From an optimization exercise on the open Yosys and OpenROAD flow, aimed at small area, a short achievable clock period and few clock cycles per item; shortcuts taken in it are not production practice. Where RTL was checked, it was by simulation tests only, not by an equivalence proof against the original. The RTL of run 1 was laid out without a check of its function.

## flow/design.v (module list and top-level ports; edited modules follow where they fit)
// module Zeta: 138 lines
// module Montgomery_Reduce: 1228 lines
// module Butterfly: 109 lines
// module ADD29: 75 lines
// module ADD16: 42 lines
// module ADD8: 20 lines
// module FA: 4 lines
// module HA: 4 lines
// module NTT: 138 lines
module NTT #(
  parameter KYBER_K = 2,
  parameter KYBER_N = 256,
  parameter KYBER_Q = 3329,
  parameter COEFF_SZ = 16
)(
  input clk,
  input reset_n,
  input enable,
  input [COEFF_SZ-1 : 0] Coef_RData,
  output reg  [7 : 0] Coef_RAd,
  output reg  [0 : 0] Coef_WEN,
  output reg  [7 : 0] Coef_WAd,
  output reg  [COEFF_SZ-1 : 0] Coef_WData,
  output reg Poly_NTT_done
);
  // ...
==> flow/run.sh <==
#!/bin/bash
# synth_recipe.tcl (not shown) runs the flow's synth.tcl, then flattens the netlist and writes it again
# the make line also repeats each setting of config.mk as NAME=value (left out here)
make -C /OpenROAD-flow-scripts/flow DESIGN_CONFIG=/design/flow/config.mk WORK_HOME=/design/flow/orfs CLKGATE_MAP_FILE= SYNTH_SCRIPT=/design/flow/synth_recipe.tcl finish
==> flow/config.mk <==
export PLATFORM = sky130hd
export DESIGN_NAME = NTT
export DESIGN_NICKNAME = NTT
export VERILOG_FILES = /design/flow/design.v
export SDC_FILE = /design/flow/constraint.sdc
export NUM_CORES = 8
export LEC_CHECK = 0
export CAP_MARGIN = 20
export CORE_MARGIN = 2
export CORE_UTILIZATION = 40
export CTS_BUF_LIST = sky130_fd_sc_hd__clkbuf_16
export CTS_CLUSTER_DIAMETER = 100
export CTS_CLUSTER_SIZE = 30
export PLACE_DENSITY = 0.6
export SETUP_SLACK_MARGIN = 5
export SLEW_MARGIN = 20
export SYNTH_HIERARCHICAL = 1
export SYNTH_MINIMUM_KEEP_SIZE = 0
==> flow/constraint.sdc <==
create_clock -name core_clock -period 8.0 [get_ports {clk}]
set_input_delay 1.6000 -clock core_clock [delete_from_list [all_inputs] [get_ports {clk}]]
set_output_delay 1.6000 -clock core_clock [all_outputs]
set_load 0.01 [all_outputs]
==> summary.md, run 1 <==
| Metric | Value |
|---|---|
| Status | `timing/DRC/antenna clean` |
| IO Pins | `53` |
| Multi-input combinational area share | `0.552` |
| RePlAce Congestion | `0.915` |
| Register area share after synthesis | `0.353` |
| Syn Area/Cell | `10.3 sq um` |
| Crit-path most repeated cell | `fa_2` |
| R2R depth | `12` |
| CTS H-Tree Depth | `1` |
| Arrival @ worst endpoint | `3520 ps` |
| Compound-Gate Fraction of Synth Area | `0.109` |
| Final hold slack | `336 ps` |
| Root cell of the clock tree | `clkbuf_16` |
| Biggest regs | `P0.ar (29), P0.m0 (26)` |
| CP top delay family | `adder cells` |
| Post-synthesis adder-cell area fraction | `0.292` |
| Post-synthesis mux area share | `0.0359` |
| Largest family of logic cells by synthesized area | `adder cells` |
| Initial antenna violation count | `0` |
| Most frequent cells in the layout | `346 x dfxtp_1, 308 x nand2_1, 242 x fa_1, 193 x inv_1, 109 x ha_1` |
| Worst-path maximum fanout | `3` |
| CTS tree | `done` |
| Postcts setup bufs | `3` |
| Area contributors post-synth | `dfxtp_1 34%, fa_1 23%, ha_1 6.5%, nand2_1 5.3%, inv_1 3.3%` |
| CTS sink cnt | `385` |
| Synth Area in XOR/XNOR | `0.0187` |
| Synth area leader | `dfxtp_1` |
| Post-synth ARST share | `0.00779` |
| IO buf count | `52` |
==> module ADD29, before the edit <==
module ADD29 (input [28:0] a, input [28:0] b, output [28:0] s);
wire [28:0] p = a ^ b;
wire [28:0] g0 = a & b;
wire G1 = g0[1] | (p[1] & g0[0]);
wire G2 = g0[3] | (p[3] & g0[2]);
wire P2 = p[3] & p[2];
wire G3 = g0[5] | (p[5] & g0[4]);
wire P3 = p[5] & p[4];
wire G4 = g0[7] | (p[7] & g0[6]);
wire P4 = p[7] & p[6];
wire G5 = g0[9] | (p[9] & g0[8]);
wire P5 = p[9] & p[8];
wire G6 = g0[11] | (p[11] & g0[10]);
wire P6 = p[11] & p[10];
wire G7 = g0[13] | (p[13] & g0[12]);
wire P7 = p[13] & p[12];
wire G8 = g0[15] | (p[15] & g0[14]);
wire P8 = p[15] & p[14];
wire G9 = g0[17] | (p[17] & g0[16]);
wire P9 = p[17] & p[16];
wire G10 = g0[19] | (p[19] & g0[18]);
wire P10 = p[19] & p[18];
wire G11 = g0[21] | (p[21] & g0[20]);
wire P11 = p[21] & p[20];
wire G12 = g0[23] | (p[23] & g0[22]);
wire P12 = p[23] & p[22];
wire G13 = g0[25] | (p[25] & g0[24]);
wire P13 = p[25] & p[24];
wire G14 = g0[27] | (p[27] & g0[26]);
wire P14 = p[27] & p[26];
wire G15 = G2 | (P2 & G1);
wire G16 = G4 | (P4 & G3);
wire P16 = P4 & P3;
wire G17 = G6 | (P6 & G5);
wire P17 = P6 & P5;
wire G18 = G8 | (P8 & G7);
wire P18 = P8 & P7;
wire G19 = G10 | (P10 & G9);
wire P19 = P10 & P9;
wire G20 = G12 | (P12 & G11);
wire P20 = P12 & P11;
wire G21 = G14 | (P14 & G13);
wire P21 = P14 & P13;
wire G22 = G16 | (P16 & G15);
wire G23 = G18 | (P18 & G17);
wire P23 = P18 & P17;
wire G24 = G20 | (P20 & G19);
wire P24 = P20 & P19;
wire G25 = G23 | (P23 & G22);
wire G26 = G24 | (P24 & G25);
wire G27 = G17 | (P17 & G22);
wire G28 = G19 | (P19 & G25);
wire G29 = G21 | (P21 & G26);
wire G30 = G3 | (P3 & G15);
wire G31 = G5 | (P5 & G22);
wire G32 = G7 | (P7 & G27);
wire G33 = G9 | (P9 & G25);
wire G34 = G11 | (P11 & G28);
wire G35 = G13 | (P13 & G26);
wire G36 = g0[2] | (p[2] & G1);
wire G37 = g0[4] | (p[4] & G15);
wire G38 = g0[6] | (p[6] & G30);
wire G39 = g0[8] | (p[8] & G22);
wire G40 = g0[10] | (p[10] & G31);
wire G41 = g0[12] | (p[12] & G27);
wire G42 = g0[14] | (p[14] & G32);
wire G43 = g0[16] | (p[16] & G25);
wire G44 = g0[18] | (p[18] & G33);
wire G45 = g0[20] | (p[20] & G28);
wire G46 = g0[22] | (p[22] & G34);
wire G47 = g0[24] | (p[24] & G26);
wire G48 = g0[26] | (p[26] & G35);
wire G49 = g0[28] | (p[28] & G29);
assign s = p ^ {G29, G48, G35, G47, G26, G46, G34, G45, G28, G44, G33, G43, G25, G42, G32, G41, G27, G40, G31, G39, G22, G38, G30, G37, G15, G36, G1, g0[0], 1'b0};
endmodule
==> module ADD16, before the edit <==
module ADD16 (input [15:0] a, input [15:0] b, output [15:0] s);
wire [15:0] p = a ^ b;
wire [15:0] g0 = a & b;
wire G1 = g0[1] | (p[1] & g0[0]);
wire G2 = g0[3] | (p[3] & g0[2]);
wire P2 = p[3] & p[2];
wire G3 = g0[5] | (p[5] & g0[4]);
wire P3 = p[5] & p[4];
wire G4 = g0[7] | (p[7] & g0[6]);
wire P4 = p[7] & p[6];
wire G5 = g0[9] | (p[9] & g0[8]);
wire P5 = p[9] & p[8];
wire G6 = g0[11] | (p[11] & g0[10]);
wire P6 = p[11] & p[10];
wire G7 = g0[13] | (p[13] & g0[12]);
wire P7 = p[13] & p[12];
wire G8 = g0[15] | (p[15] & g0[14]);
wire P8 = p[15] & p[14];
wire G9 = G2 | (P2 & G1);
wire G10 = G4 | (P4 & G3);
wire P10 = P4 & P3;
wire G11 = G6 | (P6 & G5);
wire P11 = P6 & P5;
wire G12 = G8 | (P8 & G7);
wire P12 = P8 & P7;
wire G13 = G10 | (P10 & G9);
wire G14 = G12 | (P12 & G11);
wire P14 = P12 & P11;
wire G15 = G14 | (P14 & G13);
wire G16 = G11 | (P11 & G13);
wire G17 = G3 | (P3 & G9);
wire G18 = G5 | (P5 & G13);
wire G19 = G7 | (P7 & G16);
wire G20 = g0[2] | (p[2] & G1);
wire G21 = g0[4] | (p[4] & G9);
wire G22 = g0[6] | (p[6] & G17);
wire G23 = g0[8] | (p[8] & G13);
wire G24 = g0[10] | (p[10] & G18);
wire G25 = g0[12] | (p[12] & G16);
wire G26 = g0[14] | (p[14] & G19);
assign s = p ^ {G26, G19, G25, G16, G24, G18, G23, G13, G22, G17, G21, G9, G20, G1, g0[0], 1'b0};
endmodule
==> module ADD8, before the edit <==
module ADD8 (input [7:0] a, input [7:0] b, output [7:0] s);
wire [7:0] p = a ^ b;
wire [7:0] g0 = a & b;
wire G1 = g0[1] | (p[1] & g0[0]);
wire G2 = g0[3] | (p[3] & g0[2]);
wire P2 = p[3] & p[2];
wire G3 = g0[5] | (p[5] & g0[4]);
wire P3 = p[5] & p[4];
wire G4 = g0[7] | (p[7] & g0[6]);
wire P4 = p[7] & p[6];
wire G5 = G2 | (P2 & G1);
wire G6 = G4 | (P4 & G3);
wire P6 = P4 & P3;
wire G7 = G6 | (P6 & G5);
wire G8 = G3 | (P3 & G5);
wire G9 = g0[2] | (p[2] & G1);
wire G10 = g0[4] | (p[4] & G5);
wire G11 = g0[6] | (p[6] & G8);
assign s = p ^ {G11, G8, G10, G5, G9, G1, g0[0], 1'b0};
endmodule
==> run 2, diff against run 1 <==
--- a/flow/design.v
+++ b/flow/design.v
@@ -1503,112 +1503,206 @@
 wire P13 = p[25] & p[24];
 wire G14 = g0[27] | (p[27] & g0[26]);
 wire P14 = p[27] & p[26];
-wire G15 = G2 | (P2 & G1);
-wire G16 = G4 | (P4 & G3);
-wire P16 = P4 & P3;
-wire G17 = G6 | (P6 & G5);
-wire P17 = P6 & P5;
-wire G18 = G8 | (P8 & G7);
-wire P18 = P8 & P7;
-wire G19 = G10 | (P10 & G9);
-wire P19 = P10 & P9;
-wire G20 = G12 | (P12 & G11);
-wire P20 = P12 & P11;
-wire G21 = G14 | (P14 & G13);
-wire P21 = P14 & P13;
-wire G22 = G16 | (P16 & G15);
-wire G23 = G18 | (P18 & G17);
-wire P23 = P18 & P17;
-wire G24 = G20 | (P20 & G19);
-wire P24 = P20 & P19;
-wire G25 = G23 | (P23 & G22);
-wire G26 = G24 | (P24 & G25);
-wire G27 = G17 | (P17 & G22);
-wire G28 = G19 | (P19 & G25);
-wire G29 = G21 | (P21 & G26);
-wire G30 = G3 | (P3 & G15);
-wire G31 = G5 | (P5 & G22);
-wire G32 = G7 | (P7 & G27);
-wire G33 = G9 | (P9 & G25);
-wire G34 = G11 | (P11 & G28);
-wire G35 = G13 | (P13 & G26);
-wire G36 = g0[2] | (p[2] & G1);
-wire G37 = g0[4] | (p[4] & G15);
-wire G38 = g0[6] | (p[6] & G30);
-wire G39 = g0[8] | (p[8] & G22);
-wire G40 = g0[10] | (p[10] & G31);
-wire G41 = g0[12] | (p[12] & G27);
-wire G42 = g0[14] | (p[14] & G32);
-wire G43 = g0[16] | (p[16] & G25);
-wire G44 = g0[18] | (p[18] & G33);
-wire G45 = g0[20] | (p[20] & G28);
-wire G46 = g0[22] | (p[22] & G34);
-wire G47 = g0[24] | (p[24] & G26);
-wire G48 = g0[26] | (p[26] & G35);
-wire G49 = g0[28] | (p[28] & G29);
-assign s = p ^ {G29, G48, G35, G47, G26, G46, G34, G45, G28, G44, G33, G43, G25, G42, G32, G41, G27, G40, G31, G39, G22, G38, G30, G37, G15, G36, G1, g0[0], 1'b0};
+wire G15 = g0[2] | (p[2] & G1);
+wire G16 = G2 | (P2 & G1);
+wire G17 = g0[6] | (p[6] & G3);
+wire P17 = p[6] & P3;
+wire G18 = G4 | (P4 & G3);
+wire P18 = P4 & P3;
+wire G19 = g0[10] | (p[10] & G5);
+wire P19 = p[10] & P5;
+wire G20 = G6 | (P6 & G5);
+wire P20 = P6 & P5;
+wire G21 = g0[14] | (p[14] & G7);
+wire P21 = p[14] & P7;
+wire G22 = G8 | (P8 & G7);
+wire P22 = P8 & P7;
+wire G23 = g0[18] | (p[18] & G9);
+wire P23 = p[18] & P9;
+wire G24 = G10 | (P10 & G9);
+wire P24 = P10 & P9;
+wire G25 = g0[22] | (p[22] & G11);
+wire P25 = p[22] & P11;
+wire G26 = G12 | (P12 & G11);
+wire P26 = P12 & P11;
+wire G27 = g0[26] | (p[26] & G13);
+wire P27 = p[26] & P13;
+wire G28 = G14 | (P14 & G13);
+wire P28 = P14 & P13;
+wire G29 = g0[4] | (p[4] & G16);
+wire G30 = G3 | (P3 & G16);
+wire G31 = G17 | (P17 & G16);
+wire G32 = G18 | (P18 & G16);
+wire G33 = g0[12] | (p[12] & G20);
+wire P33 = p[12] & P20;
+wire G34 = G7 | (P7 & G20);
+wire P34 = P7 & P20;
+wire G35 = G21 | (P21 & G20);
+wire P35 = P21 & P20;
+wire G36 = G22 | (P22 & G20);
+wire P36 = P22 & P20;
+wire G37 = g0[20] | (p[20] & G24);
+wire P37 = p[20] & P24;
+wire G38 = G11 | (P11 & G24);
+wire P38 = P11 & P24;
+wire G39 = G25 | (P25 & G24);
+wire P39 = P25 & P24;
+wire G40 = G26 | (P26 & G24);
+wire P40 = P26 & P24;
+wire G41 = g0[28] | (p[28] & G28);
+wire P41 = p[28] & P28;
+wire G42 = g0[8] | (p[8] & G32);
+wire G43 = G5 | (P5 & G32);
+wire G44 = G19 | (P19 & G32);
+wire G45 = G20 | (P20 & G32);
+wire G46 = G33 | (P33 & G32);
+wire G47 = G34 | (P34 & G32);
+wire G48 = G35 | (P35 & G32);
+wire G49 = G36 | (P36 & G32);
+wire G50 = g0[24] | (p[24] & G40);
+wire P50 = p[24] & P40;
+wire G51 = G13 | (P13 & G40);
+wire P51 = P13 & P40;
+wire G52 = G27 | (P27 & G40);
+wire P52 = P27 & P40;
+wire G53 = G28 | (P28 & G40);
+wire P53 = P28 & P40;
+wire G54 = G41 | (P41 & G40);
+wire P54 = P41 & P40;
+wire G55 = g0[16] | (p[16] & G49);
+wire G56 = G9 | (P9 & G49);
+wire G57 = G23 | (P23 & G49);
+wire G58 = G24 | (P24 & G49);
+wire G59 = G37 | (P37 & G49);
+wire G60 = G38 | (P38 & G49);
+wire G61 = G39 | (P39 & G49);
+wire G62 = G40 | (P40 & G49);
+wire G63 = G50 | (P50 & G49);
+wire G64 = G51 | (P51 & G49);
+wire G65 = G52 | (P52 & G49);
+wire G66 = G53 | (P53 & G49);
+wire G67 = G54 | (P54 & G49);
+assign s = p ^ {G66, G65, G64, G63, G62, G61, G60, G59, G58, G57, G56, G55, G49, G48, G47, G46, G45, G44, G43, G42, G32, G31, G30, G29, G16, G15, G1, g0[0], 1'b0};
 endmodule
 module ADD16 (input [15:0] a, input [15:0] b, output [15:0] s);
 wire [15:0] p = a ^ b;
 wire [15:0] g0 = a & b;
-wire G1 = g0[1] | (p[1] & g0[0]);
-wire G2 = g0[3] | (p[3] & g0[2]);
-wire P2 = p[3] & p[2];
-wire G3 = g0[5] | (p[5] & g0[4]);
-wire P3 = p[5] & p[4];
-wire G4 = g0[7] | (p[7] & g0[6]);
-wire P4 = p[7] & p[6];
-wire G5 = g0[9] | (p[9] & g0[8]);
-wire P5 = p[9] & p[8];
-wire G6 = g0[11] | (p[11] & g0[10]);
-wire P6 = p[11] & p[10];
-wire G7 = g0[13] | (p[13] & g0[12]);
-wire P7 = p[13] & p[12];
-wire G8 = g0[15] | (p[15] & g0[14]);
-wire P8 = p[15] & p[14];
-wire G9 = G2 | (P2 & G1);
-wire G10 = G4 | (P4 & G3);
-wire P10 = P4 & P3;
-wire G11 = G6 | (P6 & G5);
-wire P11 = P6 & P5;
-wire G12 = G8 | (P8 & G7);
-wire P12 = P8 & P7;
-wire G13 = G10 | (P10 & G9);
-wire G14 = G12 | (P12 & G11);
-wire P14 = P12 & P11;
-wire G15 = G14 | (P14 & G13);
-wire G16 = G11 | (P11 & G13);
-wire G17 = G3 | (P3 & G9);
-wire G18 = G5 | (P5 & G13);
-wire G19 = G7 | (P7 & G16);
-wire G20 = g0[2] | (p[2] & G1);
-wire G21 = g0[4] | (p[4] & G9);
-wire G22 = g0[6] | (p[6] & G17);
-wire G23 = g0[8] | (p[8] & G13);
-wire G24 = g0[10] | (p[10] & G18);
-wire G25 = g0[12] | (p[12] & G16);
-wire G26 = g0[14] | (p[14] & G19);
-assign s = p ^ {G26, G19, G25, G16, G24, G18, G23, G13, G22, G17, G21, G9, G20, G1, g0[0], 1'b0};
+wire G1 = g0[15] | (p[15] & g0[14]);
+wire P1 = p[15] & p[14];
+wire G2 = g0[14] | (p[14] & g0[13]);
+wire P2 = p[14] & p[13];
+wire G3 = g0[13] | (p[13] & g0[12]);
+wire P3 = p[13] & p[12];
+wire G4 = g0[12] | (p[12] & g0[11]);
+wire P4 = p[12] & p[11];
+wire G5 = g0[11] | (p[11] & g0[10]);
+wire P5 = p[11] & p[10];
+wire G6 = g0[10] | (p[10] & g0[9]);
+wire P6 = p[10] & p[9];
+wire G7 = g0[9] | (p[9] & g0[8]);
+wire P7 = p[9] & p[8];
+wire G8 = g0[8] | (p[8] & g0[7]);
+wire P8 = p[8] & p[7];
+wire G9 = g0[7] | (p[7] & g0[6]);
+wire P9 = p[7] & p[6];
+wire G10 = g0[6] | (p[6] & g0[5]);
+wire P10 = p[6] & p[5];
+wire G11 = g0[5] | (p[5] & g0[4]);
+wire P11 = p[5] & p[4];
+wire G12 = g0[4] | (p[4] & g0[3]);
+wire P12 = p[4] & p[3];
+wire G13 = g0[3] | (p[3] & g0[2]);
+wire P13 = p[3] & p[2];
+wire G14 = g0[2] | (p[2] & g0[1]);
+wire P14 = p[2] & p[1];
+wire G15 = g0[1] | (p[1] & g0[0]);
+wire G16 = G1 | (P1 & G3);
+wire P16 = P1 & P3;
+wire G17 = G2 | (P2 & G4);
+wire P17 = P2 & P4;
+wire G18 = G3 | (P3 & G5);
+wire P18 = P3 & P5;
+wire G19 = G4 | (P4 & G6);
+wire P19 = P4 & P6;
+wire G20 = G5 | (P5 & G7);
+wire P20 = P5 & P7;
+wire G21 = G6 | (P6 & G8);
+wire P21 = P6 & P8;
+wire G22 = G7 | (P7 & G9);
+wire P22 = P7 & P9;
+wire G23 = G8 | (P8 & G10);
+wire P23 = P8 & P10;
+wire G24 = G9 | (P9 & G11);
+wire P24 = P9 & P11;
+wire G25 = G10 | (P10 & G12);
+wire P25 = P10 & P12;
+wire G26 = G11 | (P11 & G13);
+wire P26 = P11 & P13;
+wire G27 = G12 | (P12 & G14);
+wire P27 = P12 & P14;
+wire G28 = G13 | (P13 & G15);
+wire G29 = G14 | (P14 & g0[0]);
+wire G30 = G16 | (P16 & G20);
+wire P30 = P16 & P20;
+wire G31 = G17 | (P17 & G21);
+wire P31 = P17 & P21;
+wire G32 = G18 | (P18 & G22);
+wire P32 = P18 & P22;
+wire G33 = G19 | (P19 & G23);
+wire P33 = P19 & P23;
+wire G34 = G20 | (P20 & G24);
+wire P34 = P20 & P24;
+wire G35 = G21 | (P21 & G25);
+wire P35 = P21 & P25;
+wire G36 = G22 | (P22 & G26);
+wire P36 = P22 & P26;
+wire G37 = G23 | (P23 & G27);
+wire P37 = P23 & P27;
+wire G38 = G24 | (P24 & G28);
+wire G39 = G25 | (P25 & G29);
+wire G40 = G26 | (P26 & G15);
+wire G41 = G27 | (P27 & g0[0]);
+wire G42 = G30 | (P30 & G38);
+wire G43 = G31 | (P31 & G39);
+wire G44 = G32 | (P32 & G40);
+wire G45 = G33 | (P33 & G41);
+wire G46 = G34 | (P34 & G28);
+wire G47 = G35 | (P35 & G29);
+wire G48 = G36 | (P36 & G15);
+wire G49 = G37 | (P37 & g0[0]);
+assign s = p ^ {G43, G44, G45, G46, G47, G48, G49, G38, G39, G40, G41, G28, G29, G15, g0[0], 1'b0};
 endmodule
 module ADD8 (input [7:0] a, input [7:0] b, output [7:0] s);
 wire [7:0] p = a ^ b;
 wire [7:0] g0 = a & b;
-wire G1 = g0[1] | (p[1] & g0[0]);
-wire G2 = g0[3] | (p[3] & g0[2]);
-wire P2 = p[3] & p[2];
+wire G1 = g0[7] | (p[7] & g0[6]);
+wire P1 = p[7] & p[6];
+wire G2 = g0[6] | (p[6] & g0[5]);
+wire P2 = p[6] & p[5];
 wire G3 = g0[5] | (p[5] & g0[4]);
 wire P3 = p[5] & p[4];
-wire G4 = g0[7] | (p[7] & g0[6]);
-wire P4 = p[7] & p[6];
-wire G5 = G2 | (P2 & G1);
-wire G6 = G4 | (P4 & G3);
-wire P6 = P4 & P3;
-wire G7 = G6 | (P6 & G5);
-wire G8 = G3 | (P3 & G5);
-wire G9 = g0[2] | (p[2] & G1);
-wire G10 = g0[4] | (p[4] & G5);
-wire G11 = g0[6] | (p[6] & G8);
-assign s = p ^ {G11, G8, G10, G5, G9, G1, g0[0], 1'b0};
+wire G4 = g0[4] | (p[4] & g0[3]);
+wire P4 = p[4] & p[3];
+wire G5 = g0[3] | (p[3] & g0[2]);
+wire P5 = p[3] & p[2];
+wire G6 = g0[2] | (p[2] & g0[1]);
+wire P6 = p[2] & p[1];
+wire G7 = g0[1] | (p[1] & g0[0]);
+wire G8 = G1 | (P1 & G3);
+wire P8 = P1 & P3;
+wire G9 = G2 | (P2 & G4);
+wire P9 = P2 & P4;
+wire G10 = G3 | (P3 & G5);
+wire P10 = P3 & P5;
+wire G11 = G4 | (P4 & G6);
+wire P11 = P4 & P6;
+wire G12 = G5 | (P5 & G7);
+wire G13 = G6 | (P6 & g0[0]);
+wire G14 = G8 | (P8 & G12);
+wire G15 = G9 | (P9 & G13);
+wire G16 = G10 | (P10 & G7);
+wire G17 = G11 | (P11 & g0[0]);
+assign s = p ^ {G15, G16, G17, G12, G13, G7, g0[0], 1'b0};
 endmodule
 module FA (input a, input b, input c, output s, output co);
 assign s = a ^ b ^ c;
==> run 2 against run 1 <==
Against the previous run:
- cell count rose by 3.0%
- via count rose by 3.6%
- still clean on timing, DRC and antenna
- global-route usage rose by 0.83 points
- sequential cell count did not move
- synthesized area rose by 1.3%
- clock skew rose by 39 ps
- count of clock-buffer cells in the layout did not move
==> summary.md, run 2 <==
| Metric | Value |
|---|---|
| Root cell of the clock tree | `clkbuf_16` |
| Die Width | `240 um` |
| Register name with the most flops | `P0.ar` |
| Syn Area/Cell | `10.2 sq um (-1.0%)` |
| Worst skew pair latency | `roughly 560 ps` |
| WP data required | `8440 ps` |
| Area contributors post-synth | `dfxtp_1 34%, fa_1 20%, ha_1 6.8%, nand2_1 5.2%, inv_1 2.5%` |
| Synth Warn # | `9` |
| Post-DP HPWL | `39.7 mm` |
| CTS tree | `done` |
| Post-synth top flop | `dfxtp_1` |
| Die Y | `between 200 and 250 um` |
| WS Path Type | `reg2reg` |
| Max-Slew Margin vs Limit | `0.384` |
| Vias | `15620` |
| Fmax | `345 MHz` |
| CTS sink cnt | `385 (unchanged)` |
| Postcts setup bufs | `0 (-3)` |
| Status | `timing/DRC/antenna clean` |
| Distinct cells, synth | `roughly 110` |
| Initial antenna violation count | `0 (unchanged)` |
| Inst Count DP | `2896` |
| Drt first-iter violations | `1339` |
| TritonRoute pass-1 iters | `5` |
| Final period util | `0.362` |
| Antenna-violating nets left | `0` |
| Arrival @ worst endpoint | `3340 ps (-180 ps)` |
| Worst Tran Pin Value | `around 900 ps` |
| CP Launch Type | `register` |
| Setup tns final | `0 ps` |
| Post-Layout Cell Count | `2919` |
| Hold Startpoint | `O1[10]` |
| Die Footprint | `around 58000 sq um` |
| Clk buf depth | `3` |
| # nets final | `2531` |
| Largest net degree at the start of global routing | `around 80` |
| IO Pins | `53 (unchanged)` |
| Final hold violation count | `0` |
| RSZ-0062 raised after global routing | `yes` |
| Post-synth ARST share | `0.00779 (unchanged)` |
| Minimum clock period | `approximately 2900 ps` |
| Most frequent cells in the layout | `348 x dfxtp_1, 311 x nand2_1, 223 x fa_1, 150 x inv_1, 118 x ha_1` |
| #FFs+latches synth | `385` |
| Row Count | `86` |
| Vias in the first global route | `15765` |
| Clock Pin Slew Worst Setup and Hold Paths | `110 ps` |
| Core area | `55200 sq um` |
| # fillers | `5291` |
| Final WL | `about 53 mm` |
| Area Overhead vs Synth | `6.69%` |
| Ant. Diodes | `0` |
| Synth area leader | `dfxtp_1` |
| CTS H-Tree Depth | `1 (unchanged)` |
| Top cell type's share of synthesized area | `0.337` |
| Final Skew | `54.2 ps` |
| CP Launch Point | `zidx[1]` |
| Biggest regs | `P0.ar (29), P0.m0 (26)` |
| R2r startpoint | `zidx[1]` |
| Mapped Cells | `2197` |
| Share of cells above drive strength 1 | `0.0774` |
| CTS Hold Bufs | `0` |
| Initial core utilization | `0.405` |
| HP Class | `reg2reg` |
| Slew Limit Fails | `0` |
| Top-count cell post-synth | `dfxtp_1` |
| Wire length per cell | `~18 um` |
| DRC | `0` |
| IO buf count | `52 (unchanged)` |
| Commonest cells in the netlist | `376 x dfxtp_1, 311 x nand2_1, 224 x fa_1` |
| Commonest non-fill, non-tap cell in the layout | `dfxtp_1` |
| Num CTS Buffers | `17` |
| Register area share after synthesis | `0.348 (-0.00444)` |
| RePlAce Congestion | `0.909 (-0.67%)` |
| Largest register FFs | `29` |
| Total track usage | `0.190` |
| First-pass GRT wire length | `just under 90 mm` |
| Number of enable flip-flop cells after synthesis | `6` |
| Post-Syn Area | `22400 sq um` |
| Total gr overflow | `0` |
| Worst-path maximum fanout | `23 (+20)` |
| Finish-stage setup viols | `0` |
| Max-Cap Viols | `0` |
| Via density | `5.35` |
| Endpoint type of the worst setup path | `register` |
==> run 2: cell count changes after synthesis, sizes merged, moves of 6 or more <==
cell,previous run,this run
fa,250,224
xnor2,31,39
inv,194,151
nor3,20,26
o21ai,97,108
nor2,57,64
a21oi,86,98
xor2,16,31
ha,115,121
a31oi,16,22
==> run 2: timing repair <==
action / in CTS / in global routing
pin swaps: 0 / 6
endpoints found under the setup margin: 54 / 31
gates resized for setup: 55 / 26
hold endpoints to repair: 0 / 0
==> run 2: area by class of cell <==
type,count,area (sq um),share of cell area
Multi-Input combinational cell,1545,13400,0.563
Sequential cell,385,7820,0.328
Tap cell,748,936,0.0392
Timing Repair Buffer,66,591,0.0248
Inverter,152,571,0.0239
Clock buffer,17,425,0.0178
Clock inverter,6,78.8,0.00331
==> run 2: worst paths after layout <==
check / slack (ps) / depth (start not counted) / end
max in group asynchronous: 6620 / 1 / Coef_WEN
setup / recovery: 5110 / 6 / M0.douta[10]
min in group asynchronous: 1240 / 1 / Poly_NTT_done
hold / removal: 320 / 0 / X[10]
hold reg to reg: 320 / 0 / X[10]
setup reg to reg: 5110 / 6 / M0.douta[10]
==> run 2: critical path, stage by stage, from the launching register on <==
cell,delay (ps)
edfxtp_1,330
buf_4,290
ha_1,540
nor2b_1,740
o21ai_0,220
a221oi_1,440
o211a_1,230
==> run 2: logic make-up after synthesis <==
| group | share of synthesized area |
|---|---|
| muxes | 0.0368 |
| adders and majority gates | 0.268 |
| and+or+nand+nor | 0.137 |
| AOI/OAI and AO/OA | 0.124 |
| buffers and inverters | 0.0576 |
| DFF | 0.348 |
| xor gates and xnor gates | 0.0274 |
| other | 0.000336 |
==> run 2: layer usage <==
layer,GRT usage,share of wire
met1,0.263,0.45
met2,0.310,0.47
met3,0.0251,0.059
met4,0.0540,0.028
met5,0,0
==> run 2: metrics by stage <==
step	setup slack (ps)	util	hold slack, ps	area [sq um]
2_1_floorplan	5280	-	310	22400
3_3_place_gp	4870	0.421	311	23200
3_5_place_dp	4870	0.421	312	23200
4_1_cts	5000	0.430	320	23800
5_1_grt	4940	0.432	343	23800
6_report	5110	0.432	316	23800
==> run 2: per-module statistics from Yosys, one instance, submodules excluded <==
| module | flip-flops and latches | cells | copies in the design |
|---|---|---|---|
| Butterfly | 0 | 32 | 1 |
| NTT | 210 | 652 | 1 |
| ADD16 | 0 | 85 | 2 |
| Zeta | 12 | 427 | 1 |
| FA | 0 | 1 | 216 |
| HA | 0 | 1 | 24 |
| Montgomery_Reduce | 163 | 490 | 1 |
| ADD8 | 0 | 41 | 1 |
| ADD29 | 0 | 145 | 1 |
Testbench counts of run 2, summed over its fixed seeds: cycles 33,248, ntts 32.
==> run 3, diff against run 2 <==
--- a/flow/config.mk
+++ b/flow/config.mk
@@ -5,6 +5,7 @@
 export SDC_FILE = /design/flow/constraint.sdc
 export NUM_CORES = 8
 export LEC_CHECK = 0
+export ABC_AREA = 1
 export CAP_MARGIN = 20
 export CORE_MARGIN = 2
 export CORE_UTILIZATION = 40
==> run 3 against run 2 <==
Against the previous run:
- count of clock-buffer cells in the layout unchanged
- sequential share of layout area shrank 0.72 points
- synthesized cell count increased by 25%
- cell count increased by 20%
- design area grew 2.2%
- utilization down 0.74 points
- synthesized area is 3.2% higher
- critical path type unchanged
==> summary.md, run 3 <==
| Metric | Value |
|---|---|
| Area Overhead vs Synth | `5.59%` |
| Final hold violation count | `0 (unchanged)` |
| Met3 Usage GRT | `0.0212 (-0.00396)` |
| RSZ-0062 raised after global routing | `no` |
| Setup tns final | `0 ps (unchanged)` |
| Commonest cells in the netlist | `826 x nand2_1, 376 x dfxtp_1, 333 x inv_1` |
| Clock Pin Slew Worst Setup and Hold Paths | `110 ps (about the same)` |
| Register area share after synthesis | `0.337 (-0.0108)` |
| CTS tree | `done` |
| IO buf count | `52 (unchanged)` |
| Antenna-violating nets left | `0 (unchanged)` |
| Initial antenna violation count | `0 (unchanged)` |
| CP Launch Type | `register` |
| Die Y | `244 um (+1.6%)` |
| DRC | `0 (unchanged)` |
| Clk buf depth | `3 (unchanged)` |
| Row Count | `88 (+2.3%)` |
| Finish-stage setup viols | `0 (unchanged)` |
| Status | `timing/DRC/antenna clean` |
| Initial core utilization | `0.402 (-0.00276)` |
| Share of cells above drive strength 1 | `0.0583 (-0.0191)` |
| GRT Max-Usage Layer | `met2` |
| Area contributors post-synth | `dfxtp_1 33%, fa_1 19%, nand2_1 13%, ha_1 6.6%, inv_1 5.4%` |
| Worst skew pair latency | `540 ps (-20 ps)` |
| Worst Tran Pin Value | `912 ps (-11.0 ps)` |
| RePlAce Congestion | `0.967 (+6.4%)` |
| Top cell type's share of synthesized area | `0.326 (-0.0105)` |
| Post-synth top flop | `dfxtp_1` |
| Setup ws final | `5100 ps (-9.15 ps)` |
| Grt met2 use | `0.329 (+0.0187)` |
| Core area | `57400 sq um (+3.9%)` |
| CTS sink cnt | `385 (unchanged)` |
| Max-Slew Margin vs Limit | `0.392 (+0.00814)` |
| Placed cell areas | `23900 sq um (+2.8%)` |
| #FFs+latches synth | `385 (unchanged)` |
| Arrival @ worst endpoint | `3390 ps (+50 ps)` |
| Drt first-iter violations | `1576 (+18%)` |
| Fmax | `344 MHz (-0.31%)` |
| WP data required | `8490 ps (+50 ps)` |
| Met1 GRT Util | `0.271 (+0.00861)` |
| Top-count cell post-synth | `nand2_1` |
| Syn Area/Cell | `8.42 sq um (-17%)` |
| Max-Cap Viols | `0 (unchanged)` |
| Die Footprint | `59600 sq um (+3.2%)` |
| Post-Syn Area | `23100 sq um (+3.2%)` |
| Num CTS Buffers | `17 (unchanged)` |
| TritonRoute pass-1 iters | `8 (+3)` |
| Total gr overflow | `0 (unchanged)` |
| Final Skew | `27.0 ps (-27.2 ps)` |
| Synth area leader | `dfxtp_1` |
| Largest register FFs | `29 (unchanged)` |
| Vias in the first global route | `17308 (+9.8%)` |
| Finished layout cell area | `24400 sq um (+2.2%)` |
| IO Pins | `53 (unchanged)` |
| Root cell of the clock tree | `clkbuf_16` |
| Register name with the most flops | `P0.ar` |
| Largest net degree at the start of global routing | `54 (-32%)` |
| Post-DP HPWL | `44.4 mm (+12%)` |
| Total track usage | `0.197 (+0.00763)` |
| Commonest non-fill, non-tap cell in the layout | `nand2_1` |
| First-pass GRT wire length | `93.7 mm (+8.3%)` |
| Slew Limit Fails | `0 (unchanged)` |
| Ant. Diodes | `0 (unchanged)` |
| Final WL | `58.2 mm (+8.8%)` |
| Die Width | `244 um (+1.6%)` |
| Worst-path maximum fanout | `12 (-48%)` |
| Worst slack, placed | `4790 ps (-77.6 ps)` |
| Via density | `4.98 (-7.0%)` |
| CTS H-Tree Depth | `1 (unchanged)` |
| Synth Warn # | `9 (unchanged)` |
| Endpoint type of the worst setup path | `register` |
| Biggest regs | `P0.ar (29), P0.m0 (26)` |
| Post-synth ARST share | `0.00779 (unchanged)` |
| Final period util | `0.363 (+0.00114)` |
| Distinct cells, synth | `55 (-48%)` |
| Most frequent cells in the layout | `826 x nand2_1, 352 x dfxtp_1, 336 x inv_1, 224 x fa_1, 210 x nand3_1` |
| Number of enable flip-flop cells after synthesis | `6 (unchanged)` |
| Wire length per cell | `16.7 um (-9.0%)` |
| Minimum clock period | `2900 ps (+9.15 ps)` |
| # nets final | `3085 (+22%)` |
| WS Path Type | `reg2reg` |
| HP Class | `reg2reg` |
| Vias | `17381 (+11%)` |
| Mapped Cells | `2739 (+25%)` |
## run 3: repair_timing
item | 4_1_cts | 5_1_grt
setup buffers | 0 | 0
hold buffers | 0 | 0
cloned | 0 | 0
gates resized for setup | 50 | 9
endpoints found under the setup margin | 52 | 14
## run 3: worst max-delay path, cell delays in order (launching register included)
cell and delay [ps]:
dfxtp_1 700, nand2_1 150, fa_1 540, fa_1 430, fa_1 490, fa_1 550
## run 3: path summary, 6_finish.rpt
check                           endpoint  slack [ps]    start  cells after the start
setup / recovery               P0.m1[15]        5100    V[14]                      5
hold / removal                    RD2[7]         340    RD[7]                      0
setup reg to reg               P0.m1[15]        5100    V[14]                      5
hold reg to reg                   RD2[7]         340    RD[7]                      0
max in group asynchronous  Poly_NTT_done        6610  reset_n                      1
min in group asynchronous       Coef_WEN        1240  reset_n                      1
## run 3: logic make-up (layout without fill, tap and decap cells)
logic type	count (synthesis)	in the layout	synth area share
compound gates	243	243	0.0573
flops	385	385	0.337
xor+xnor	34	34	0.0137
buf+inv	460	437	0.0907
simple gates	1254	1254	0.231
other cells	2	12	0.000326
mux	16	16	0.00944
fa+ha+maj	345	345	0.260
## run 3: cell type report
type | count | area, sq um
sequential | 385 | 7820
fill | 5686 | 33000
clock buffer | 17 | 425
tap | 765 | 957
multi-input combinational | 1904 | 13200
timing repair buffer | 62 | 553
clock inverter | 7 | 53.8
inverter | 351 | 1320
## run 3: through the flow
step	hold WS [ps]	util	cells
floorplan	310	-	2749
global placement	310	0.416	3467
detailed placement	312	0.416	3467
CTS	339	0.424	3491
global route	346	0.425	3491
finish	337	0.425	3491
## run 3: modules after synthesis (local to each module, per instance)
module / cells / cell area (sq um) / copies in the design / flip-flops and latches
ADD16: 176 / 932 / 2 / 0
ADD29: 251 / 1480 / 1 / 0
ADD8: 62 / 379 / 1 / 0
Butterfly: 32 / 120 / 1 / 0
FA: 1 / 20.0 / 216 / 0
HA: 1 / 12.5 / 24 / 0
Montgomery_Reduce: 527 / 5020 / 1 / 163
NTT: 748 / 6970 / 1 / 210
Zeta: 527 / 2620 / 1 / 12
## run 3: routing by layer
metal,up-vias,part of all wire
met5,-,0
met4,0,0.029
met3,92,0.053
met2,545,0.47
met1,8357,0.45
li1,8387,-
==> run 4, diff against run 3 <==
--- a/flow/config.mk
+++ b/flow/config.mk
@@ -5,14 +5,13 @@
 export SDC_FILE = /design/flow/constraint.sdc
 export NUM_CORES = 8
 export LEC_CHECK = 0
-export ABC_AREA = 1
 export CAP_MARGIN = 20
 export CORE_MARGIN = 2
-export CORE_UTILIZATION = 40
+export CORE_UTILIZATION = 65
 export CTS_BUF_LIST = sky130_fd_sc_hd__clkbuf_16
 export CTS_CLUSTER_DIAMETER = 100
 export CTS_CLUSTER_SIZE = 30
-export PLACE_DENSITY = 0.6
+export PLACE_DENSITY = 0.78
 export SETUP_SLACK_MARGIN = 5
 export SLEW_MARGIN = 20
 export SYNTH_HIERARCHICAL = 1
==> run 4 against run 3 <==
Against the previous run:
- still clean
- clock skew decreased by 7.9 ps
- via count decreased by 9.0%
- count of clock-buffer cells in the layout fell by 1
- cell count shrank 25%
- critical path depth stayed put
- critical path type unchanged
- critical endpoint is now P0.m1[14]
==> summary.md, run 4 <==
| Metric | Value |
|---|---|
| Slowest-stage cell, CP | `dfxtp_1` |
| IO Pins | `53 (unchanged)` |
| Max-Slew Margin vs Limit | `0.358 (-0.0342)` |
| Register name with the most flops | `P0.ar` |
| Most frequent cells in the layout | `348 x dfxtp_1, 311 x nand2_1, 224 x fa_1, 153 x inv_1, 120 x ha_1` |
| Post-synthesis mux area share | `0.0368 (+0.0273)` |
| Number of enable flip-flop cells after synthesis | `6 (unchanged)` |
| CTS H-Tree Depth | `1 (unchanged)` |
| Share of cells above drive strength 1 | `0.0733 (+0.0149)` |
| Row Count | `67 (-24%)` |
| Commonest non-fill, non-tap cell in the layout | `dfxtp_1` |
| Num CTS Buffers | `16 (-1)` |
| CP Launch Type | `register` |
| Hold Startpoint | `P0.ar[19]` |
| WP data required | `8470 ps (-20 ps)` |
| Vias | `15823 (-9.0%)` |
| RePlAce Congestion | `1.03 (+6.0%)` |
| Largest register FFs | `29 (unchanged)` |
| Slew Limit Fails | `0 (unchanged)` |
| Crit-path most repeated cell | `fa_1` |
| Post-synth ARST share | `0.00779 (unchanged)` |
| Synth Area in XOR/XNOR | `0.0274 (+0.0137)` |
| DRC | `0 (unchanged)` |
| Root cell of the clock tree | `clkbuf_16` |
| Via density | `6.04 (+21%)` |
| Top-count cell post-synth | `dfxtp_1` |
| Status | `timing/DRC/antenna clean` |
| Core area | `33700 sq um (-41%)` |
| Ant. Diodes | `0 (unchanged)` |
| Clk buf depth | `3 (unchanged)` |
| Vias in the first global route | `16024 (-7.4%)` |
| Reg2reg end | `P0.m1[14]` |
| Worst Hold Path EP | `P0.a2[19]` |
| First-pass GRT wire length | `84.1 mm (-10%)` |
| Compound-Gate Fraction of Synth Area | `0.124 (+0.0670)` |
| Post-DP HPWL | `38.3 mm (-14%)` |
| TritonRoute pass-1 iters | `7 (-1)` |
| CTS sink cnt | `385 (unchanged)` |
| # nets final | `2531 (-18%)` |
| Worst-path maximum fanout | `12 (unchanged)` |
| Final period util | `0.369 (+0.00618)` |
| Die Width | `189 um (-22%)` |
| Wire length per cell | `19.7 um (+18%)` |
| CTS tree | `done` |
| Biggest regs | `P0.ar (29), P0.m0 (26)` |
| Syn Area/Cell | `10.2 sq um (+21%)` |
| R2r startpoint | `V[3]` |
| Minimum clock period | `2950 ps (+49.4 ps)` |
| Endpoint type of the worst setup path | `register` |
| Top cell type's share of synthesized area | `0.337 (+0.0105)` |
| R2R depth | `5 (unchanged)` |
| CTS Hold Bufs | `0 (unchanged)` |
| Area contributors post-synth | `dfxtp_1 34%, fa_1 20%, ha_1 6.8%, nand2_1 5.2%, inv_1 2.5%` |
| Final hold violation count | `0 (unchanged)` |
| Post-synth top flop | `dfxtp_1` |
| Final Skew | `19.2 ps (-7.88 ps)` |
| Worst Tran Pin Value | `959 ps (+47.7 ps)` |
| Antenna-violating nets left | `0 (unchanged)` |
| Total track usage | `0.293 (+0.0956)` |
| Distinct cells, synth | `105 (+91%)` |
| Setup tns final | `0 ps (unchanged)` |
| CP cell instances | `nand2_1, fa_1, fa_1, fa_1, fa_1` |
| Initial antenna violation count | `0 (unchanged)` |
| Synth Warn # | `9 (unchanged)` |
| Synth area leader | `dfxtp_1` |
| Worst skew pair latency | `530 ps (about the same)` |
| Register area share after synthesis | `0.348 (+0.0108)` |
| Mapped Cells | `2197 (-20%)` |
| Initial core utilization | `0.663 (+0.261)` |
| Fmax | `339 MHz (-1.7%)` |
| Clock Pin Slew Worst Setup and Hold Paths | `120 ps (about the same)` |
| Arrival @ worst endpoint | `3430 ps (+40 ps)` |
| Largest family of logic cells by synthesized area | `adder cells` |
| Simple-Gate Fraction of Synth Area | `0.137 (-0.0942)` |
| Reg2reg setup slack | `5050 ps (-50 ps)` |
| Die Footprint | `35900 sq um (-40%)` |
| Area Overhead vs Synth | `4.67%` |
| Max-Cap Viols | `0 (unchanged)` |
| #FFs+latches synth | `385 (unchanged)` |
| HP Class | `reg2reg` |
| Hold path depth | `0 (unchanged)` |
| RSZ-0062 raised after global routing | `yes` |
| Total gr overflow | `0 (unchanged)` |
| Final WL | `51.5 mm (-12%)` |
| WS Path Type | `reg2reg` |
| Drt first-iter violations | `1497 (-5.0%)` |
| Die Y | `189 um (-22%)` |
| Post-synthesis adder-cell area fraction | `0.268 (+0.00835)` |
| IO buf count | `52 (unchanged)` |
| Finish-stage setup viols | `0 (unchanged)` |
| Worst path max stage delay | `640 ps (-60 ps)` |
| Commonest cells in the netlist | `376 x dfxtp_1, 311 x nand2_1, 224 x fa_1` |
| Post-Syn Area | `22400 sq um (-3.1%)` |
| Largest net degree at the start of global routing | `79 (+46%)` |
## run 4: cell count changes in the layout (fill, tap and decap cells not counted), moves of 42 or more
cell | previous run | this run
a21oi_1 | 146 | 87
and2_1 | 1 | 43
inv_1 | 336 | 153
mux2i_1 | 0 | 54
nand2_1 | 826 | 311
nand3_1 | 210 | 48
nor2_1 | 129 | 64
## run 4: area by class of cell
class	count	area (sq um)
Tap cell	448	561
Inverter	152	571
Fill cell	2537	10300
Multi-Input combinational cell	1545	13400
Sequential cell	385	7820
Clock buffer	16	400
Timing Repair Buffer	67	628
Clock inverter	5	57.6
## run 4: per-module statistics from Yosys (local to each module, per instance)
module	copies in the design	flops+latches
ADD16	2	0
ADD29	1	0
ADD8	1	0
Butterfly	1	0
FA	216	0
HA	24	0
Montgomery_Reduce	1	163
NTT	1	210
Zeta	1	12
## run 4: critical path: cells and delay by family, from the launching register on
family	cells	cell delay [ps]
AND/OR/NAND/NOR	1	170
adder cells (fa/ha/maj)	4	2100
flip-flops	1	640
## run 4: cell families after synthesis
logic type | Yosys count
xor gates and xnor gates | 70
buffers and inverters | 277
and+or+nand+nor | 633
AOI/OAI and AO/OA | 406
DFF | 385
adders and majority gates | 345
other | 2
muxes | 79
## run 4: metrics by stage
step,utilization,hold slack [ps],setup slack [ps],cells,cell area (sq um)
2_1_floorplan,-,310,5280,2207,22400
3_3_place_gp,0.678,311,4960,2594,22800
3_5_place_dp,0.678,312,4840,2595,22900
4_1_cts,0.692,338,4950,2616,23300
5_1_grt,0.694,346,4920,2618,23400
6_report,0.694,337,5050,2618,23400
## run 4: worst max path at each step
stage	to	from	depth (start not counted)	slack [ps]
2_1_floorplan	P0.m1[18]	M0.douta[11]	6	5280
3_5_place_dp	P0.m1[14]	M0.douta[8]	5	4840
6_report	P0.m1[14]	V[3]	5	5050
4_1_cts	u[14]	u[0]	9	4950
5_1_grt	u[12]	u[0]	10	4920
3_3_place_gp	u[14]	P0.rS[0]	9	4960
## run 4: repair_timing
item / 4_1_cts / 5_1_grt
resized for setup: 40 / 30
setup endpoints to repair: 42 / 37
buffers inserted: 0 / 2
pin swaps: 0 / 7
## run 4: routing by layer
| layer | track usage | up-vias | routed length [um] |
|---|---|---|---|
| li1 | - | 7328 | - |
| met1 | 0.401 | 7647 | 21700 |
| met2 | 0.478 | 689 | 24300 |
| met3 | 0.0384 | 159 | 3330 |
| met4 | 0.110 | 0 | 2100 |
| met5 | 0 | - | 0 |
==> run 5, diff against run 4 <==
--- a/flow/config.mk
+++ b/flow/config.mk
@@ -7,11 +7,11 @@
 export LEC_CHECK = 0
 export CAP_MARGIN = 20
 export CORE_MARGIN = 2
-export CORE_UTILIZATION = 65
+export CORE_UTILIZATION = 55
 export CTS_BUF_LIST = sky130_fd_sc_hd__clkbuf_16
 export CTS_CLUSTER_DIAMETER = 100
 export CTS_CLUSTER_SIZE = 30
-export PLACE_DENSITY = 0.78
+export PLACE_DENSITY = 0.7
 export SETUP_SLACK_MARGIN = 5
 export SLEW_MARGIN = 20
 export SYNTH_HIERARCHICAL = 1
==> run 5 against run 4 <==
Against the previous run:
- still clean on timing, DRC and antenna
- non-clock buffer count is the same
- cell count grew 3.0%
- count of clock-buffer cells in the layout grew 1
- sequential cell count is the same
- critical endpoint is now M0.douta[5]
==> summary.md, run 5 <==
| Metric | Value |
|---|---|
| WS Path Type | `reg2reg` |
| Die Footprint | `42300 sq um (+18%)` |
| DRC | `0 (unchanged)` |
| Die Y | `206 um (+8.5%)` |
| CTS tree | `done` |
| Max-Cap Viols | `0 (unchanged)` |
| Biggest regs | `P0.ar (29), P0.m0 (26)` |
| Synth area leader | `dfxtp_1` |
| Status | `timing/DRC/antenna clean` |
| Register area share after synthesis | `0.348 (unchanged)` |
| Slew Limit Fails | `0 (unchanged)` |
| Post-synth ARST share | `0.00779 (unchanged)` |
| Distinct cells, synth | `105 (unchanged)` |
| Antenna-violating nets left | `0 (unchanged)` |
| Number of enable flip-flop cells after synthesis | `6 (unchanged)` |
| Vias | `15582 (-1.5%)` |
| Syn Area/Cell | `10.2 sq um (unchanged)` |
| Initial antenna violation count | `2 (+2)` |
| Post-synth top flop | `dfxtp_1` |
| IO Pins | `53 (unchanged)` |
| Finish-stage setup viols | `0 (unchanged)` |
| Worst path max stage delay | `780 ps (+140 ps)` |
| Wire length per cell | `19.5 um (-0.59%)` |
| RSZ-0062 raised after global routing | `yes` |
| Slowest-stage cell, CP | `nor2b_1` |
| Row Count | `73 (+9.0%)` |
| Max-Slew Margin vs Limit | `0.366 (+0.00821)` |
| HP Class | `reg2reg` |
| Minimum clock period | `2950 ps (-3.81 ps)` |
| Total track usage | `0.258 (-0.0351)` |
| Worst skew pair latency | `550 ps (+20 ps)` |
| Core area | `39900 sq um (+18%)` |
| Mapped Cells | `2197 (unchanged)` |
| Clock Pin Slew Worst Setup and Hold Paths | `120 ps (about the same)` |
| Final hold violation count | `0 (unchanged)` |
| Fmax | `339 MHz (+0.13%)` |
| TritonRoute pass-1 iters | `5 (-2)` |
| CP Launch Type | `register` |
| CTS sink cnt | `385 (unchanged)` |
| Final period util | `0.369 (-0.000476)` |
| Post-layout util | `0.590 (-0.104)` |
| IO buf count | `52 (unchanged)` |
| Worst-path maximum fanout | `23 (+11)` |
| Root cell of the clock tree | `clkbuf_16` |
| Worst Tran Pin Value | `949 ps (-10.1 ps)` |
| #FFs+latches synth | `385 (unchanged)` |
| Arrival @ worst endpoint | `3430 ps (about the same)` |
| Largest net degree at the start of global routing | `79 (unchanged)` |
| Vias in the first global route | `15880 (-0.90%)` |
| Top-count cell post-synth | `dfxtp_1` |
| CP cell instances | `buf_4, ha_1, nor2b_1, a221oi_1, a31oi_1, a211o_1, o2111a_1` |
| Drt first-iter violations | `1268 (-15%)` |
| Share of cells above drive strength 1 | `0.0760 (+0.00269)` |
| Register name with the most flops | `P0.ar` |
| Setup tns final | `0 ps (unchanged)` |
| Final Skew | `53.5 ps (+34.4 ps)` |
| Commonest non-fill, non-tap cell in the layout | `dfxtp_1` |
| Area contributors post-synth | `dfxtp_1 34%, fa_1 20%, ha_1 6.8%, nand2_1 5.2%, inv_1 2.5%` |
| # nets final | `2532 (+0.040%)` |
| Endpoint type of the worst setup path | `register` |
| CTS H-Tree Depth | `1 (unchanged)` |
| Die Width | `206 um (+8.5%)` |
| Commonest cells in the netlist | `376 x dfxtp_1, 311 x nand2_1, 224 x fa_1` |
| Ant. Diodes | `0 (unchanged)` |
| RePlAce Congestion | `0.958 (-6.5%)` |
| First-pass GRT wire length | `85.7 mm (+1.9%)` |
| Via density | `5.78 (-4.4%)` |
| Top cell type's share of synthesized area | `0.337 (unchanged)` |
| Synth Warn # | `9 (unchanged)` |
| WP data required | `8480 ps (about the same)` |
| Post-Syn Area | `22400 sq um (unchanged)` |
| Largest register FFs | `29 (unchanged)` |
| Area Overhead vs Synth | `5.33%` |
| Post-DP HPWL | `38.9 mm (+1.5%)` |
| Clk buf depth | `3 (unchanged)` |
| Total gr overflow | `0 (unchanged)` |
| Num CTS Buffers | `17 (+1)` |
| Final WL | `52.7 mm (+2.4%)` |
| Most frequent cells in the layout | `348 x dfxtp_1, 311 x nand2_1, 224 x fa_1, 153 x inv_1, 119 x ha_1` |
| Initial core utilization | `0.560 (-0.103)` |
run 5: metal layers:
metal  part of all wire  routed length, um  track usage
met1               0.43              22800        0.352
met4              0.036               1910       0.0961
met5            0.00027                 14            0
met2               0.47              24900        0.419
met3              0.058               3070       0.0336
run 5: layout make-up:
type | instances | area [sq um]
flip-flops and latches | 385 | 7820
clock buffers | 17 | 425
inverters | 152 | 571
well taps | 525 | 657
fillers | 3373 | 16400
clock inverters | 6 | 58.8
multi-input cells | 1545 | 13400
repair buffers | 67 | 594
run 5: cells by family after synthesis:
logic type | count (synthesis) | synth area share
AOI/OAI and AO/OA | 406 | 0.124
other | 2 | 0.000336
adders and majority gates | 345 | 0.268
xor gates and xnor gates | 70 | 0.0274
muxes | 79 | 0.0368
buffers and inverters | 277 | 0.0576
and+or+nand+nor | 633 | 0.137
DFF | 385 | 0.348
run 5: path summary, 6_finish.rpt:
check	cells past startpoint	slack [ps]	to	from
setup / recovery	7	5050	M0.douta[5]	zidx[1]
hold / removal	0	330	P0.a2[21]	P0.ar[21]
setup reg to reg	7	5050	M0.douta[5]	zidx[1]
hold reg to reg	0	330	P0.a2[21]	P0.ar[21]
max in group asynchronous	1	6640	running	reset_n
min in group asynchronous	1	1220	Coef_WEN	reset_n
run 5: repair_timing:
item | in CTS | in global routing
resized for setup | 51 | 26
setup endpoints to repair | 53 | 32
hold buffers | 0 | 0
buffers inserted | 0 | 2
pin swaps | 0 | 9
run 5: through the flow:
| stage | cell area (sq um) | hold slack [ps] | setup slack [ps] | cells |
|---|---|---|---|---|
| 3_3_place_gp | 23000 | 312 | 4890 | 2672 |
| 6_report | 23500 | 328 | 5050 | 2697 |
| 5_1_grt | 23500 | 338 | 4900 | 2697 |
| 2_1_floorplan | 22400 | 310 | 5280 | 2207 |
| 3_5_place_dp | 23000 | 312 | 4890 | 2672 |
| 4_1_cts | 23400 | 331 | 5010 | 2695 |
run 5: critical path: cells and delay by family (launching register included):
kind | cells | cell delay, ps
buf+inv | 1 | 270
fa+ha+maj | 1 | 600
compound gates | 4 | 870
simple gates | 1 | 780
flops | 1 | 340
run 5: per-module statistics from Yosys (local to each module, per instance):
module	cells	cell area (sq um)
ADD8	41	317
FA	1	20.0
ADD16	85	698
Butterfly	32	120
HA	1	12.5
Zeta	427	2790
ADD29	145	1200
NTT	652	7090
Montgomery_Reduce	490	4820

## port drivers added, routing unchanged
How much do the figures lean on ideal ports? The routed layouts below were timed once more, with nothing changed but the port constraints.
Step 1 sets driving cells, clkbuf_16 on the clock port and buf_2 on the other inputs (assumed; they add their load-dependent delay and slew).
Step 2 also shifts input and output timing later by t, the mid clock arrival at the registers, as if the neighbouring blocks saw the same clock.
Three values: ideal ports, drivers, drivers and shift; two values: the first two.
run | shift t [ns] | slack for setup (ns) | clock arrival spread, ns
run 1 | 0.590 | 4.896 / 4.896 / 4.896 | 0.018 / 0.018
run 2 | 0.593 | 5.106 / 5.106 / 5.106 | 0.055 / 0.055
run 3 | 0.587 | 5.096 / 5.096 / 5.096 | 0.027 / 0.027
run 4 | 0.571 | 5.047 / 5.047 / 5.047 | 0.021 / 0.021
run 5 | 0.573 | 5.051 / 5.051 / 5.051 | 0.054 / 0.054
After both steps every run listed still meets setup and hold.
